Source: an optimization exercise on an open RTL-to-GDS flow (aim: small area and a short achievable clock period). Production flows keep margins and buffers that such runs may drop.
RTL that was checked went through simulation tests only; none was proved equivalent to the original.

## MrSimSimulation
module MrSimSimulation(input clk, input reset,
    input [63:0] io_enq_dat,
    input  io_enq_val,
    output io_enq_rdy,
    output[63:0] io_deq_dat,
    output io_deq_val,
    input  io_deq_rdy
);
Settings: LEC_CHECK=0, CAP_MARGIN=20, CORE_MARGIN=2, CORE_UTILIZATION=40, PLACE_DENSITY=0.6, SLEW_MARGIN=20, SYNTH_HIERARCHICAL=1, SYNTH_MINIMUM_KEEP_SIZE=0; clock period 17.0 ns.
standard.sh (not shown) runs the stock make flow with config.mk's settings and CLKGATE_MAP_FILE= SYNTH_SCRIPT=/design/flow/synth_recipe.tcl, a recipe that flattens the netlist after the stock synthesis.
==> flow/flow/run.sh <==
#!/bin/bash
# Standard synthesis, then the standard layout with the resizer aiming for a setup slack margin,
# small port buffers and a smaller clock tree.
set -euo pipefail
bash standard.sh synth > synth.log 2>&1
bash standard.sh SETUP_SLACK_MARGIN=12.3 BUFFER_PORTS_ARGS='-buffer_cell sky130_fd_sc_hd__buf_1' 'CTS_ARGS=-sink_clustering_enable -repair_clock_nets -dont_use_dummy_load -buf_list sky130_fd_sc_hd__clkbuf_16 -sink_clustering_size 30 -sink_clustering_max_diameter 100' finish > layout.log 2>&1
Edit:
==> flow/flow/run.sh (replaced) <==
#!/bin/bash
# Standard synthesis, then the standard layout with the resizer aiming for a setup slack margin,
# small port buffers and a smaller clock tree.
set -euo pipefail
bash standard.sh synth > synth.log 2>&1
bash standard.sh SETUP_SLACK_MARGIN=12.5 BUFFER_PORTS_ARGS='-buffer_cell sky130_fd_sc_hd__buf_1' 'CTS_ARGS=-sink_clustering_enable -repair_clock_nets -dont_use_dummy_load -buf_list sky130_fd_sc_hd__clkbuf_16 -sink_clustering_size 30 -sink_clustering_max_diameter 100' finish > layout.log 2>&1
After rerunning: Clock skew goes up by 0.0045 ns; utilization goes up by 1.7 points; via count is about the same; maximum frequency goes up by 1.3%; final area goes up by 3.8%; first-iteration DRC count goes down by 15%.
Edit:
==> flow/flow/run.sh (replaced) <==
#!/bin/bash
# Standard synthesis, then the standard layout with the resizer aiming for a setup slack margin,
# small port buffers and a smaller clock tree.
set -euo pipefail
bash standard.sh synth > synth.log 2>&1
bash standard.sh SETUP_SLACK_MARGIN=12.4 BUFFER_PORTS_ARGS='-buffer_cell sky130_fd_sc_hd__buf_1' 'CTS_ARGS=-sink_clustering_enable -repair_clock_nets -dont_use_dummy_load -buf_list sky130_fd_sc_hd__clkbuf_16 -sink_clustering_size 20 -sink_clustering_max_diameter 60' finish > layout.log 2>&1
Global-route usage fell by 0.37 points. Synthesized cell count stays the same.
Edit:
==> flow/flow/run.sh (replaced) <==
#!/bin/bash
# Standard synthesis, then the standard layout with the resizer aiming for a setup slack margin,
# small port buffers and a smaller clock tree.
set -euo pipefail
bash standard.sh synth > synth.log 2>&1
bash standard.sh SETUP_SLACK_MARGIN=12.4 BUFFER_PORTS_ARGS='-buffer_cell sky130_fd_sc_hd__buf_1' 'CTS_ARGS=-sink_clustering_enable -repair_clock_nets -dont_use_dummy_load -buf_list sky130_fd_sc_hd__clkbuf_16 -sink_clustering_size 30 -sink_clustering_max_diameter 100' finish > layout.log 2>&1
Settings changed: CORE_UTILIZATION 40 to 50, PLACE_DENSITY 0.6 to 0.65.
The changed run finished clean.
Via count goes up by 2.0%.
Worst setup slack is worse by 0.084 ns.
Fmax goes down by 1.8%.
Design area goes down by 1.8%.
Area after synthesis stays the same.
Core utilization goes up by 11 points.
Clock-buffer cell count goes down by 4.
Die area goes down by 20%.
Edit:
Settings changed: CORE_UTILIZATION 50 to 40, PLACE_DENSITY 0.65 to 0.6.
- The new run completed without violations
- design area came out higher by 0.98%
- wire length fell by 0.53%
- utilization drops by 11 points
- via count is lower by 1.3%
- setup slack gets better by 0.082 ns
- sequential share of layout area fell by 0.31 points
- synthesized area does not change
- synthesized cell count is unchanged
Edit:
==> flow/flow/run.sh (replaced) <==
#!/bin/bash
# Standard synthesis, then the standard layout with the resizer aiming for a setup slack margin,
# small port buffers and a smaller clock tree.
set -euo pipefail
bash standard.sh synth > synth.log 2>&1
bash standard.sh SETUP_SLACK_MARGIN=12.2 BUFFER_PORTS_ARGS='-buffer_cell sky130_fd_sc_hd__buf_1' 'CTS_ARGS=-sink_clustering_enable -repair_clock_nets -dont_use_dummy_load -buf_list sky130_fd_sc_hd__clkbuf_8 -sink_clustering_size 40' finish > layout.log 2>&1
Outcome: Sequential cell count does not change. Routed wire length rises by a few percent. Via count went up slightly. Cell count came out higher slightly. First-iteration DRC count falls by about a fifth. Maximum frequency decreases by a few percent. Core utilization fell by 0.44 points. Die area does not change.

---

MrSimSimulation again, from the RTL that the note above started with.
export LEC_CHECK = 0
export CAP_MARGIN = 20
export CORE_MARGIN = 2
export CORE_UTILIZATION = 40
export PLACE_DENSITY = 0.6
export SLEW_MARGIN = 20
export SYNTH_HIERARCHICAL = 1
export SYNTH_MINIMUM_KEEP_SIZE = 0
create_clock -name core_clock -period 17.0 [get_ports {clk}]
==> flow/flow/run.sh <==
#!/bin/bash
# Standard synthesis, then the standard layout with the resizer aiming for a setup slack margin,
# small port buffers and a smaller clock tree.
set -euo pipefail
bash standard.sh synth > synth.log 2>&1
bash standard.sh SETUP_SLACK_MARGIN=12.5 BUFFER_PORTS_ARGS='-buffer_cell sky130_fd_sc_hd__buf_1' 'CTS_ARGS=-sink_clustering_enable -repair_clock_nets -dont_use_dummy_load -buf_list sky130_fd_sc_hd__clkbuf_8 -sink_clustering_size 40' finish > layout.log 2>&1
The starting point passed the timing, DRC and antenna checks.
Then changed:
==> flow/flow/run.sh (replaced) <==
#!/bin/bash
# Standard synthesis, then the standard layout with the resizer aiming for a setup slack margin,
# small port buffers and a smaller clock tree.
set -euo pipefail
bash standard.sh synth > synth.log 2>&1
bash standard.sh SETUP_SLACK_MARGIN=12.35 BUFFER_PORTS_ARGS='-buffer_cell sky130_fd_sc_hd__buf_1' 'CTS_ARGS=-sink_clustering_enable -repair_clock_nets -dont_use_dummy_load -buf_list sky130_fd_sc_hd__clkbuf_8 -sink_clustering_size 40' finish > layout.log 2>&1
What happened: Die area does not change. Global-route usage stays flat. Final cell count decreases by 0.35%. Clock skew decreases by 0.012 ns. Critical path depth decreases by 1.
Then changed:
==> flow/flow/run.sh (replaced) <==
#!/bin/bash
# Standard synthesis, then the standard layout with the resizer aiming for a setup slack margin,
# small port buffers and a smaller clock tree.
set -euo pipefail
bash standard.sh synth > synth.log 2>&1
bash standard.sh SETUP_SLACK_MARGIN=12.5 BUFFER_PORTS_ARGS='-buffer_cell sky130_fd_sc_hd__buf_1' 'CTS_ARGS=-sink_clustering_enable -repair_clock_nets -dont_use_dummy_load -buf_list sky130_fd_sc_hd__clkbuf_8 -sink_clustering_size 40' finish > layout.log 2>&1
Settings changed: CORE_UTILIZATION 40 to 55, PLACE_DENSITY 0.6 to 0.7.
- cell area increases by 1.8%
- cell count decreases by 6.4%
- die area decreases by 27%
- utilization increases by 18 points
Then changed:
==> flow/flow/run.sh (replaced) <==
#!/bin/bash
# Standard synthesis, then the standard layout with the resizer aiming for a setup slack margin,
# small port buffers and a smaller clock tree.
set -euo pipefail
bash standard.sh synth > synth.log 2>&1
bash standard.sh SETUP_SLACK_MARGIN=12.5 BUFFER_PORTS_ARGS='-buffer_cell sky130_fd_sc_hd__buf_1' 'CTS_ARGS=-sink_clustering_enable -repair_clock_nets -dont_use_dummy_load -buf_list sky130_fd_sc_hd__clkbuf_8 -sink_clustering_size 25' finish > layout.log 2>&1
Settings changed: CORE_UTILIZATION 55 to 40, PLACE_DENSITY 0.7 to 0.6.
Clock-buffer cell count rises by 3.
Via count falls by 3.1%.
Global-route usage falls by 6.7 points.
Die area rises by 37%.
Design area rises by 0.78%.
Worst setup slack loses 0.0059 ns.

---

run 1:
MrSimSimulation, a different RTL version from the one above (not shown whole).
Size: ~190 flip-flops, ~130 I/O pins, roughly 0.015 mm² of cells after synthesis.
Settings: LEC_CHECK=0, CAP_MARGIN=20, CORE_MARGIN=2, CORE_UTILIZATION=40, PLACE_DENSITY=0.6, SLEW_MARGIN=20, SYNTH_HIERARCHICAL=1, SYNTH_MINIMUM_KEEP_SIZE=0; clock period 17.0 ns.
==> flow/flow/run.sh <==
#!/bin/bash
# Standard synthesis, then the standard layout with the resizer aiming for a setup slack margin,
# small port buffers and a smaller clock tree.
set -euo pipefail
bash standard.sh synth > synth.log 2>&1
bash standard.sh SETUP_SLACK_MARGIN=12.4 BUFFER_PORTS_ARGS='-buffer_cell sky130_fd_sc_hd__buf_1' 'CTS_ARGS=-sink_clustering_enable -repair_clock_nets -dont_use_dummy_load -buf_list sky130_fd_sc_hd__clkbuf_16 -sink_clustering_size 30 -sink_clustering_max_diameter 140' finish > layout.log 2>&1
What run 2 does differently from run 1 at the input level:
==> flow/flow/run.sh <==
#!/bin/bash
# Standard synthesis, then the standard layout with the resizer aiming for a setup slack margin,
# small port buffers and a smaller clock tree.
set -euo pipefail
bash standard.sh synth > synth.log 2>&1
bash standard.sh SETUP_SLACK_MARGIN=12.5 BUFFER_PORTS_ARGS='-buffer_cell sky130_fd_sc_hd__buf_1' 'CTS_ARGS=-sink_clustering_enable -repair_clock_nets -dont_use_dummy_load -buf_list sky130_fd_sc_hd__clkbuf_16 -sink_clustering_size 30 -sink_clustering_max_diameter 100' finish > layout.log 2>&1
Results
Relative to run 1, total of plain and repair buffers excluding clock buffers increased by 18 in run 2.
~same worst slack on hold paths in run 2 and run 1
For run 3, these inputs were changed with respect to run 2:
- PLACE_DENSITY: 0.6 -> 0.75
==> flow/flow/run.sh <==
#!/bin/bash
# Standard synthesis, then the standard layout with the resizer aiming for a setup slack margin,
# small port buffers and a smaller clock tree.
set -euo pipefail
bash standard.sh synth > synth.log 2>&1
bash standard.sh SETUP_SLACK_MARGIN=12.4 BUFFER_PORTS_ARGS='-buffer_cell sky130_fd_sc_hd__buf_1' 'CTS_ARGS=-sink_clustering_enable -repair_clock_nets -dont_use_dummy_load -buf_list sky130_fd_sc_hd__clkbuf_16 -sink_clustering_size 30 -sink_clustering_max_diameter 100' finish > layout.log 2>&1
[summary]
Sort run 3 and run 2 by total number of cells along the worst setup path asc -> top: run 3. Per the comparison of run 3 with run 2, via count of the first global-routing pass went up 408. Run 3 reached the final stage; the timing, DRC and antenna checks on its layout passed.
For run 4, these inputs were changed with respect to run 3:
- PLACE_DENSITY now 0.6, was 0.75
==> flow/flow/run.sh <==
#!/bin/bash
# Standard synthesis, then the standard layout with the resizer aiming for a setup slack margin,
# small port buffers and a smaller clock tree.
set -euo pipefail
bash standard.sh synth > synth.log 2>&1
bash standard.sh SETUP_SLACK_MARGIN=12.4 BUFFER_PORTS_ARGS='-buffer_cell sky130_fd_sc_hd__buf_1' 'CTS_ARGS=-sink_clustering_enable -repair_clock_nets -dont_use_dummy_load -buf_list sky130_fd_sc_hd__clkbuf_16 -sink_clustering_size 36 -sink_clustering_max_diameter 100' finish > layout.log 2>&1
Notes after the runs:
[compare] base=run 3 new=run 4: wire length of the first global-routing pass saw an increase, multi-input combinational gate total essentially unchanged, final clock period utilization by the worst path lost 0.21 points.
diff inputs: run 4 => run 5
==> flow/flow/run.sh <==
#!/bin/bash
# Standard synthesis, then the standard layout with the resizer aiming for a setup slack margin,
# small port buffers and a smaller clock tree.
set -euo pipefail
bash standard.sh synth > synth.log 2>&1
bash standard.sh SETUP_SLACK_MARGIN=12.4 BUFFER_PORTS_ARGS='-buffer_cell sky130_fd_sc_hd__buf_1' 'CTS_ARGS=-sink_clustering_enable -repair_clock_nets -dont_use_dummy_load -buf_list sky130_fd_sc_hd__clkbuf_16 -sink_clustering_size 24 -sink_clustering_max_diameter 80' finish > layout.log 2>&1
Notes after the runs:
Run 5 reached the final stage; the timing, DRC and antenna checks on its layout passed. Summary of run 5 over run 4: half-perimeter wire length of the detailed placement result shows no meaningful change, hold slack shows no meaningful change, maximum buffer depth of the clock tree shows no meaningful change, final area shows no meaningful change. Fill cell total of the finished layout: run 4 vs run 5, no meaningful difference.
diff inputs: run 5 => run 6
==> flow/flow/run.sh <==
#!/bin/bash
# Standard synthesis, then the standard layout with the resizer aiming for a setup slack margin,
# small port buffers and a smaller clock tree.
set -euo pipefail
bash standard.sh synth > synth.log 2>&1
bash standard.sh SETUP_SLACK_MARGIN=12.4 BUFFER_PORTS_ARGS='-buffer_cell sky130_fd_sc_hd__buf_1' 'CTS_ARGS=-sink_clustering_enable -repair_clock_nets -dont_use_dummy_load -buf_list sky130_fd_sc_hd__clkbuf_16 -sink_clustering_size 30 -sink_clustering_max_diameter 100' finish > layout.log 2>&1
Results
For worst endpoint required time, run 6 and run 5 come out practically identical. Re number of top-level pins: no difference whatsoever between run 6 and run 5. Diff run 6..run 5 | wire length | unchanged. Re final count of hold timing violations: no difference whatsoever between run 6 and run 5.

---

## fjord
Another version of the RTL of MrSimSimulation (not shown whole).
Size in the first run: ~1,400 cells after synthesis, ~230 flip-flops, about 130 I/O pins, roughly 16,000 um2 of cells after synthesis.
==> flow/design.v (excerpt) <==
module MrSimSimulation(input clk, input reset,
    input [63:0] io_enq_dat,
    input  io_enq_val,
    output io_enq_rdy,
    output[63:0] io_deq_dat,
    output io_deq_val,
    input  io_deq_rdy
);
  reg [8:0] df0, df1, df2, df3, df4, df5;
  reg [15:0] p1, p2, p3;
  reg v1, v2, v3;
  reg [16:0] e0, e1, e2;
  reg [1:0] c3;
  wire [7:0] px = io_enq_dat[55:48];
  wire [7:0] py = io_enq_dat[63:56];
  wire [8:0] dn0 = {1'b0, io_enq_dat[7:0]} - {1'b0, px};
  wire [8:0] dn1 = {1'b0, io_enq_dat[15:8]} - {1'b0, py};
  wire [8:0] dn2 = {1'b0, io_enq_dat[23:16]} - {1'b0, px};
  wire [8:0] dn3 = {1'b0, io_enq_dat[31:24]} - {1'b0, py};
  wire [8:0] dn4 = {1'b0, io_enq_dat[39:32]} - {1'b0, px};
  wire [8:0] dn5 = {1'b0, io_enq_dat[47:40]} - {1'b0, py};
  wire pp1 = df0[0] & df0[1];
  wire pp2 = df0[0] & df0[2];
  wire pp3 = df0[0] & df0[3];
  wire pp4 = df0[0] & df0[4];
  wire pp5 = df0[0] & df0[5];
  wire pp6 = df0[0] & df0[6];
  ...
clock: 17.0 ns
lec_check: 0
cap_margin: 20
core_margin: 2
core_utilization: 40
cts_buf_list: sky130_fd_sc_hd__clkbuf_8
cts_cluster_size: 40
place_density: 0.6
slew_margin: 20
synth_hierarchical: 1
synth_minimum_keep_size: 0
==> flow/flow/run.sh <==
#!/bin/bash
# Standard synthesis, then the standard layout with the resizer aiming for a setup slack margin
# and small port buffers.
set -euo pipefail
bash standard.sh synth > synth.log 2>&1
bash standard.sh SETUP_SLACK_MARGIN=12.5 BUFFER_PORTS_ARGS='-buffer_cell sky130_fd_sc_hd__buf_1'  finish > layout.log 2>&1
fjord finished all stages; the layout is clean.
For yarrow, these inputs were changed with respect to fjord:
--- a/flow/config.mk
+++ b/flow/config.mk
@@ -9,6 +9,6 @@
 export CORE_MARGIN = 2
-export CORE_UTILIZATION = 40
+export CORE_UTILIZATION = 60
 export CTS_BUF_LIST = sky130_fd_sc_hd__clkbuf_8
 export CTS_CLUSTER_SIZE = 40
-export PLACE_DENSITY = 0.6
+export PLACE_DENSITY = 0.75
 export SLEW_MARGIN = 20
--- outcome ---
- Compared to fjord, yarrow has cell count 187 lower.
- As of yarrow, number of cells upsized or downsized after cts had fallen by more than 10% compared to fjord.
- Critical path startpoint: q0[13] -> fjord, io_deq_rdy -> yarrow
- The lower cell depth of the worst setup path came out of fjord.
#### Input delta (quartz over yarrow)
==> flow/flow/run.sh <==
#!/bin/bash
# Standard synthesis, then the standard layout with the resizer aiming for a setup slack margin.
set -euo pipefail
bash standard.sh synth > synth.log 2>&1
bash standard.sh SETUP_SLACK_MARGIN=12.5  finish > layout.log 2>&1
--- a/flow/config.mk
+++ b/flow/config.mk
@@ -9,6 +9,4 @@
 export CORE_MARGIN = 2
-export CORE_UTILIZATION = 60
-export CTS_BUF_LIST = sky130_fd_sc_hd__clkbuf_8
-export CTS_CLUSTER_SIZE = 40
-export PLACE_DENSITY = 0.75
+export CORE_UTILIZATION = 40
+export PLACE_DENSITY = 0.6
 export SLEW_MARGIN = 20
--- outcome ---
Looking only at worst slew margin relative to its limit, and setting everything else aside, the lower value of yarrow and quartz goes to yarrow.
quartz against yarrow: area of all sequential standard cells flat; initial core utilization shows a reduction of 21 points; number of gates given a new drive strength after cts now larger.
quartz reports its start point of the critical path as q0[9] while yarrow reports io_deq_rdy.
[compare] base=yarrow new=quartz: number of enable flip-flop cells after synthesis was more or less identical, fmax saw little to no change.
Modified inputs, indigo compared to quartz
--- a/flow/flow/run.sh
+++ b/flow/flow/run.sh
@@ -4,2 +4,2 @@
 bash standard.sh synth > synth.log 2>&1
-bash standard.sh SETUP_SLACK_MARGIN=12.5  finish > layout.log 2>&1
+bash standard.sh SETUP_SLACK_MARGIN=12.5 BUFFER_PORTS_ARGS='-buffer_cell sky130_fd_sc_hd__buf_1' finish > layout.log 2>&1
Findings:
indigo: PASS, flow complete, no timing, DRC or antenna violations
What quartz reported for area of all placed cells without fillers has to be multiplied by 0.950 to get the figure for indigo.
The count of placed standard cells in the final layout, fillers left out in indigo was lower than what quartz gave.
Max sequential share of cell area across indigo and quartz: indigo
No run of this note included a check of the RTL's function; only the layout flow was run.

-- separate check: timing with driven ports --
How much do the figures lean on ideal ports? The routed layouts below were timed once more, with nothing changed but the port constraints. Step 1, drivers: a clkbuf_16 drives clk and a buf_2 each remaining input, both assumed. Step 2, shift: input delay + t, output delay - t, t = (earliest + latest rising clock arrival at the registers) / 2. This alone moves slack from input paths to output paths. Slacks: ideal / step 1 / step 2; pairs: ideal / step 1.
| run | shift t [ns] | setup WS [ns] | worst setup path at the end |
|---|---|---|---|
| the first run of note 1 | 0.504 | 12.402 / 12.403 / 11.919 | input to register |
| the second run of note 1 | 0.510 | 12.459 / 12.459 / 11.997 | input to register |
| the third run of note 1 | 0.516 | 12.472 / 12.478 / 11.983 | input to register |
| the fourth run of note 1 | 0.508 | 12.388 / 12.388 / 11.947 | input to register |
| the fifth run of note 1 | 0.510 | 12.470 / 12.491 / 11.990 | input to register |
| the sixth run of note 1 | 0.557 | 12.284 / 12.284 / 11.746 | input to register |
| the first run of note 2 | 0.584 | 12.490 / 12.469 / 11.920 | input to register |
| the second run of note 2 | 0.559 | 12.393 / 12.416 / 11.857 | input to register |
| the third run of note 2 | 0.550 | 12.496 / 12.496 / 11.970 | input to register |
| the fourth run of note 2 | 0.584 | 12.490 / 12.469 / 11.920 | input to register |
| run 1 | 0.482 | 12.427 / 12.433 / 11.964 | input to register |
| run 2 | 0.465 | 12.423 / 12.419 / 11.954 | input to register |
| run 3 | 0.469 | 12.390 / 12.379 / 11.911 | input to register |
| run 4 | 0.482 | 12.427 / 12.433 / 11.964 | input to register |
| run 5 | 0.482 | 12.427 / 12.433 / 11.964 | input to register |
| run 6 | 0.482 | 12.427 / 12.433 / 11.964 | input to register |
| fjord | 0.601 | 12.472 / 12.423 / 11.946 | input to register |
| yarrow | 0.589 | 12.480 / 12.489 / 11.914 | input to register |
| quartz | 0.587 | 12.474 / 12.422 / 11.930 | input to register |
| indigo | 0.591 | 12.504 / 12.450 / 11.990 | input to register |
After both steps setup and hold are still met in every run listed.
